Background: an optimization exercise with open tools, aiming at small area, a short achievable clock period and few clock cycles. Do not read the settings as production practice.
Only simulation tests tie the RTL to the original design; equivalence was not proved.
No activity file was given, so power comes from the tool's default toggle rates.

==> v34: inputs <==
// JAM
module JAM (
    input CLK,
    input RST,
    output reg [2:0] W,
    output reg [2:0] J,
    input [6:0] Cost,
    output reg [3:0] MatchCount,
    output reg [9:0] MinCost,
    output Valid
);
clock: 4.0 ns
lec_check: 0
cap_margin: 20
core_margin: 2
core_utilization: 40
slew_margin: 20
run.sh (not shown) runs the stock make flow with config.mk's settings and CLKGATE_MAP_FILE= SYNTH_SCRIPT=/design/flow/synth_recipe.tcl, a recipe that flattens the netlist after the stock synthesis.
==> v36: changes against v34 <==
--- a/flow/design.v
+++ b/flow/design.v
@@ -5,18 +5,18 @@
     output reg [2:0] J,
     input [6:0] Cost,
     output reg [3:0] MatchCount,
     output reg [9:0] MinCost,
     output Valid
 );
     localparam [2:0] S_SCAN = 3'd0, S_SEL = 3'd1, S_AUG = 3'd2, S_TIGHT = 3'd3,
-                     S_RYS = 3'd4, S_DRAIN = 3'd5, S_DONE = 3'd6;
+                     S_RYS = 3'd4, S_DRAIN = 3'd5, S_DONE = 3'd6,
+                     S_RYS0 = 3'd7;
     reg [2:0] state;
     reg [7:0] vp [0:7];           
-    reg [7:0] pend;
     reg [7:0] mv [0:7];           
     reg [2:0] way [0:7];
     reg [7:0] wroot;
     reg [2:0] p [0:7];            
     reg [7:0] matched;
     reg [7:0] used;
     reg [2:0] ph;                 
@@ -52,20 +52,21 @@
     reg [7:0] nmC;
     reg [7:0] vpnC;
     reg [2:0] jC;
     reg [2:0] fuC;
     reg [7:0] best;
     reg [2:0] j1;
     reg [2:0] p1;
-    reg [8:0] nvpcb;              
-    reg [7:0] vpcb;               
+    reg [7:0] vpb;                
     reg [2:0] fu1;
-    reg [63:0] T;
+    reg [55:0] T;
     reg [7:0] F;
-    reg [7:0] cnt;
+    reg [7:0] cnt, S;
+    reg [7:0] tbr;                
+    reg lastr, par;
     reg fpar;
     reg [3:0] r0, r1, r2, r3, r4, r5, r6, r7;
     reg [3:0] q0, q1;
     reg negR, vR, vR2, negR2, vR3, negR3;
     reg [3:0] prodR;
     reg [1:0] dr;
     reg vld;
@@ -83,37 +84,41 @@
             else lowbit = 3'd7;
         end
     endfunction
     wire tmode = (state == S_TIGHT);
     wire auglast = (state == S_AUG) & rJ;
     wire first = (ph == 3'd0) & root & ~tmode;
     wire [7:0] vpP = first ? 8'd0 : vp[Jn];
-    wire [8:0] addP = pend[Jn] ? {2'b00, Dp} : K;
+    wire [8:0] addP = (root & used[Jn]) ? {2'b00, Dp} : K;
     wire doP = pv & (state == S_SCAN || state == S_TIGHT || auglast);
     wire [9:0] preA = {{2{vpA[7]}}, vpA} + {adA[8], adA};
     wire [10:0] thrA = {3'b000, mvA} - {{3{vpA[7]}}, vpA} - {{2{adA[8]}}, adA};
     wire [7:0] vpnA = root ? preA[7:0] : vpA;
     wire ltB = rootB | (~thrB[10] & (thrB[9:0] > {3'b000, cB}));
     wire [9:0] keyB = {3'b000, cB} + preB;
     wire [7:0] ksat = (keyB[9:8] != 2'd0) ? 8'hFF : keyB[7:0];
     wire [7:0] nmB = ltB ? ksat : mvB;
-    wire [7:0] unusedB = ~used & ~(8'd1 << jB);
+    wire [7:0] unusedB = (rootB ? 8'hFF : ~used) & ~(8'd1 << jB);
     wire betterC = vC & (nmC < best);
     wire lastC = vC & ~vB;
     wire [2:0] j1f = betterC ? jC : j1;
     wire [7:0] nused = used | (8'd1 << j1);
     wire [7:0] rest1 = ~nused & ~(8'd1 << fu1);
-    wire [8:0] Kn = nvpcb - {2'b00, Cost};
+    wire [8:0] Kn = {1'b0, best} - {vpb[7], vpb} - {2'b00, Cost};
     wire [2:0] way1 = way[j1];
     wire [63:0] Tc;
     genvar gk, gj;
     generate
         for (gk = 0; gk < 8; gk = gk + 1) begin : trow
             for (gj = 0; gj < 8; gj = gj + 1) begin : tcol
-                assign Tc[8*gk+gj] = T[8*gk+((gj-gk+8)%8)];
+                if (gj == gk) begin : dg
+                    assign Tc[8*gk+gj] = 1'b1;
+                end else begin : od
+                    assign Tc[8*gk+gj] = T[7*gk+((gj-gk+8)%8)-1];
+                end
             end
         end
     endgenerate
     reg [7:0] F1, F2, rowo, colo;
     integer a, b;
     always @(*) begin
         for (a = 0; a < 8; a = a + 1) begin
@@ -132,37 +137,32 @@
                 rowo[a] = rowo[a] | (Tc[8*a+b] & ~F1[b]);
                 colo[a] = colo[a] | (Tc[8*b+a] & ~F1[b]);
             end
         end
         F2 = F1 | ~rowo | ~colo;
     end
     wire [7:0] cntn = ((cnt | F) + 8'd1) & ~F;
-    function [3:0] rs;
-        input [7:0] t;
-        input fz;
-        begin
-            rs = (t[0] + t[1] + t[2] + t[3]) + (t[4] + t[5] + t[6] + t[7]);
-        end
-    endfunction
-    wire [3:0] f0 = rs(F[0] ? 8'h01 : (Tc[7:0] & cnt), 1'b0);
-    wire [3:0] f1 = rs(F[1] ? 8'h01 : (Tc[15:8] & cnt), 1'b0);
-    wire [3:0] f2 = rs(F[2] ? 8'h01 : (Tc[23:16] & cnt), 1'b0);
-    wire [3:0] f3 = rs(F[3] ? 8'h01 : (Tc[31:24] & cnt), 1'b0);
-    wire [3:0] f4 = rs(F[4] ? 8'h01 : (Tc[39:32] & cnt), 1'b0);
-    wire [3:0] f5 = rs(F[5] ? 8'h01 : (Tc[47:40] & cnt), 1'b0);
-    wire [3:0] f6 = rs(F[6] ? 8'h01 : (Tc[55:48] & cnt), 1'b0);
-    wire [3:0] f7 = rs(F[7] ? 8'h01 : (Tc[63:56] & cnt), 1'b0);
+    wire radd = ~|(S & tbr);
+    wire [7:0] cntoh = cntn & ~(cntn - 8'd1);
     wire [3:0] g0 = r0;
     wire [3:0] g1 = r1;
     wire [3:0] g2 = r2;
     wire [3:0] g3 = r3;
     wire [3:0] g4 = r4;
     wire [3:0] g5 = r5;
     wire [3:0] g6 = r6;
     wire [3:0] g7 = r7;
+    function [3:0] upd;
+        input [3:0] x;
+        input t;
+        input ad;
+        begin
+            upd = ad ? x + {3'b000, t} : x - {3'b000, t};
+        end
+    endfunction
     wire [3:0] m03 = (g0 * g1) * (g2 * g3);
     wire [3:0] m47 = (g4 * g5) * (g6 * g7);
     wire [3:0] prodP = q0 * q1;
     always @(posedge CLK) begin
         rootB <= root;
         firstB <= firstA;
         cB <= Cost;
@@ -176,40 +176,30 @@
         wrR <= rootB;
         tfirst <= firstB;
         vpnB <= vpnA;
         nmC <= nmB;
         vpnC <= vpnB;
         jC <= jB;
         fuC <= lowbit(unusedB);
-        r0 <= f0;
-        r1 <= f1;
-        r2 <= f2;
-        r3 <= f3;
-        r4 <= f4;
-        r5 <= f5;
-        r6 <= f6;
-        r7 <= f7;
-        negR <= ^cnt;
+        negR <= par;
         fpar <= ^(~F);
         q0 <= m03;
         q1 <= m47;
         negR2 <= negR ^ fpar;
         prodR <= prodP;
-        negR3 <= negR2;
     end
     integer i;
     always @(posedge CLK) begin
         vB <= 1'b0;
         vC <= 1'b0;
         vR <= 1'b0;
         tv <= 1'b0;
         if (RST) begin
             state <= S_SCAN;
             ph <= 3'd0;
-            pend <= 8'd0;
             matched <= 8'd0;
             used <= 8'd0;
             K <= 9'd0;
             root <= 1'b1;
             best <= 8'hFF;
             W <= 3'd0;
             J <= 3'd0;
@@ -224,19 +214,19 @@
             MatchCount <= 4'd0;
             vld <= 1'b0;
         end else begin
             vB <= iss;
             wrE <= 1'b0;
             if (iss && root && !tmode) begin
                 vp[J] <= preA[7:0];
-                pend[J] <= 1'b0;
+                used[J] <= 1'b0;
             end
             if (iss && tmode) begin
                 vp[J] <= preA[7:0];
-                pend[J] <= 1'b0;
+                used[J] <= 1'b0;
             end
             if (wrE) begin
                 mv[wrJ] <= wrK;
                 way[wrJ] <= j0;
                 wroot[wrJ] <= wrR;
             end
             if (vB) begin
@@ -245,22 +235,21 @@
                 end else begin
                     vC <= 1'b1;
                     wrE <= ltB;
                 end
             end
             if (tv) begin
                 if (tfirst) xk <= wrK;
-                T <= {(tfirst | (wrK == xk)), T[63:1]};
+                if (!tfirst) T <= {(wrK == xk), T[55:1]};
             end
             if (betterC) begin
                 best <= nmC;
                 j1 <= jC;
                 p1 <= pC;
-                nvpcb <= {1'b0, nmC} - {vpnC[7], vpnC};
-                vpcb <= vpnC - nmC;
+                vpb <= vpnC;
                 fu1 <= fuC;
             end
             if (doP) begin
                 vpA <= vpP;
                 adA <= addP;
                 mvA <= mv[Jn];
             end
@@ -278,15 +267,15 @@
                         state <= S_SEL;
                     end
                 end
                 S_SEL: begin
                     best <= 8'hFF;
                     if (matched[j1]) begin
                         used <= nused;
-                        vp[j1] <= vpcb;
+                        vp[j1] <= vpb - best;
                         K <= Kn;
                         root <= 1'b0;
                         j0 <= j1;
                         vpA <= vpP;
                         adA <= Kn;
                         mvA <= mv[Jn];
                         J <= fu1;
@@ -294,15 +283,14 @@
                         Jn <= lowbit(rest1);
                         pv <= (rest1 != 8'd0);
                         todo <= rest1 & ~(8'd1 << lowbit(rest1));
                         state <= S_SCAN;
                     end else begin
                         MinCost <= MinCost + {3'b000, best[6:0]};
                         Dp <= best[6:0];
-                        pend <= used;
                         J <= j1;
                         W <= wroot[j1] ? ph : p[way1];
                         rJ <= wroot[j1];
                         wc <= way1;
                         rW <= wroot[way1];
                         wwc <= way[way1];
                         root <= 1'b1;
@@ -320,15 +308,14 @@
                         W <= rW ? ph : p[wwc];
                         rJ <= rW;
                         wc <= wwc;
                         rW <= wroot[wwc];
                         wwc <= way[wwc];
                     end else if (ph != 3'd7) begin
                         ph <= ph + 3'd1;
-                        used <= 8'd0;
                         W <= ph + 3'd1;
                         J <= 3'd0;
                         iss <= 1'b1;
                         Jn <= 3'd1;
                         todo <= 8'hFC;
                         state <= S_SCAN;
                     end else begin
@@ -352,34 +339,62 @@
                             tkP <= tkP + 3'd1;
                             Jn <= tkP + 3'd1;
                         end else pv <= 1'b0;
                     end
                     if (!pv && !iss && !vB && !tv) begin
                         F <= F2;
                         cnt <= 8'd0;
+                        S <= 8'd0;
+                        par <= 1'b0;
+                        r0 <= {3'b000, F2[0]};
+                        r1 <= {3'b000, F2[1]};
+                        r2 <= {3'b000, F2[2]};
+                        r3 <= {3'b000, F2[3]};
+                        r4 <= {3'b000, F2[4]};
+                        r5 <= {3'b000, F2[5]};
+                        r6 <= {3'b000, F2[6]};
+                        r7 <= {3'b000, F2[7]};
                         MatchCount <= 4'd0;
-                        state <= S_RYS;
+                        state <= S_RYS0;
                     end
                 end
+                S_RYS0: begin
+                    cnt <= cntn;
+                    tbr <= cntoh;
+                    lastr <= (cntn == 8'd0);
+                    state <= S_RYS;
+                end
                 S_RYS: begin
                     vR <= 1'b1;
-                    cnt <= cntn;
-                    if (cntn == 8'd0) begin
+                    if (lastr) begin
                         dr <= 2'd0;
                         state <= S_DRAIN;
+                    end else begin
+                        S <= S ^ tbr;
+                        par <= ~par;
+                        r0 <= upd(r0, (|(Tc[7:0] & tbr)) & ~F[0], radd);
+                        r1 <= upd(r1, (|(Tc[15:8] & tbr)) & ~F[1], radd);
+                        r2 <= upd(r2, (|(Tc[23:16] & tbr)) & ~F[2], radd);
+                        r3 <= upd(r3, (|(Tc[31:24] & tbr)) & ~F[3], radd);
+                        r4 <= upd(r4, (|(Tc[39:32] & tbr)) & ~F[4], radd);
+                        r5 <= upd(r5, (|(Tc[47:40] & tbr)) & ~F[5], radd);
+                        r6 <= upd(r6, (|(Tc[55:48] & tbr)) & ~F[6], radd);
+                        r7 <= upd(r7, (|(Tc[63:56] & tbr)) & ~F[7], radd);
+                        cnt <= cntn;
+                        tbr <= cntoh;
+                        lastr <= (cntn == 8'd0);
                     end
                 end
                 S_DRAIN: begin
                     dr <= dr + 2'd1;
-                    if (dr == 2'd2) begin
+                    if (dr == 2'd1) begin
                         state <= S_DONE;
                         vld <= 1'b1;
                     end
                 end
                 default: ;
             endcase
             vR2 <= vR;
-            vR3 <= vR2;
-            if (vR3) MatchCount <= negR3 ? MatchCount - prodR : MatchCount + prodR;
+            if (vR2) MatchCount <= negR2 ? MatchCount - prodR : MatchCount + prodR;
         end
     end
 endmodule
- SETUP_SLACK_MARGIN: unset -> 0.4
==> qor summary <==
                                                                               v34             v36
Final-layout worst hold slack                                             0.326 ns        0.325 ns
Utilization after layout                                                     45.1%           45.6%
Flip-flop and latch share of the layout cell area                            44.4%           45.4%
Met3 WL post-DR                                                            5810 µm         4660 µm
Cell Area, Synth                                                         29900 µm²       29400 µm²
Area share of and/or/nand/nor cells after synthesis                          12.3%           11.1%
Result of the run                                                   finished clean  finished clean
Tap cell instance count                                                        969             959
Growth of design area from synthesis to finish                               12.0%           12.9%
Source-to-sink clock delay at the later pin of the worst-skew pair         0.65 ns         0.61 ns
Worst Setup Slack, final                                                  0.609 ns        0.748 ns
Area share of fa/ha/maj cells after synthesis                                9.62%           8.49%
Placement row count                                                            100              99
Routed vias/inst                                                              5.68            5.73
Internal cell power                                                       15100 µW        12500 µW
DP Area                                                                  31500 µm²       31100 µm²
Testbench counts of v34, summed over its fixed seeds: cycles 2,343.
Testbench counts of v36, summed over its fixed seeds: cycles 2,343.

==> afterwards: timing with drivers on the ports <==
No port has a modelled driver above. Below, the same layouts with a new extraction and two added sets of constraints.
Step 1 (the two cells are an assumption about what drives the block):
set clk [get_ports {CLK}]
set_driving_cell -lib_cell sky130_fd_sc_hd__clkbuf_16 $clk
set_driving_cell -lib_cell sky130_fd_sc_hd__buf_2 [delete_from_list [all_inputs] $clk]
Step 2, shift: input delay + t, output delay - t, t = (earliest + latest rising clock arrival at the registers) / 2. This alone moves slack from input paths to output paths.
Slacks: ideal / step 1 / step 2; pairs: ideal / step 1.
| run | shift t [ns] | setup slack, ns | worst setup path after step 2 | cell pins on the clock port's net |
|---|---|---|---|---|
| v34 | 0.687 | 0.609 / 0.609 / 0.609 | register to register | 1 |
| v36 | 0.655 | 0.748 / 0.748 / 0.329 | input to register | 1 |
After both steps every run listed still meets setup and hold. For v36, which loses most, drivers alone change the setup slack by 0.000 ns; drivers and shift together by -0.419 ns.
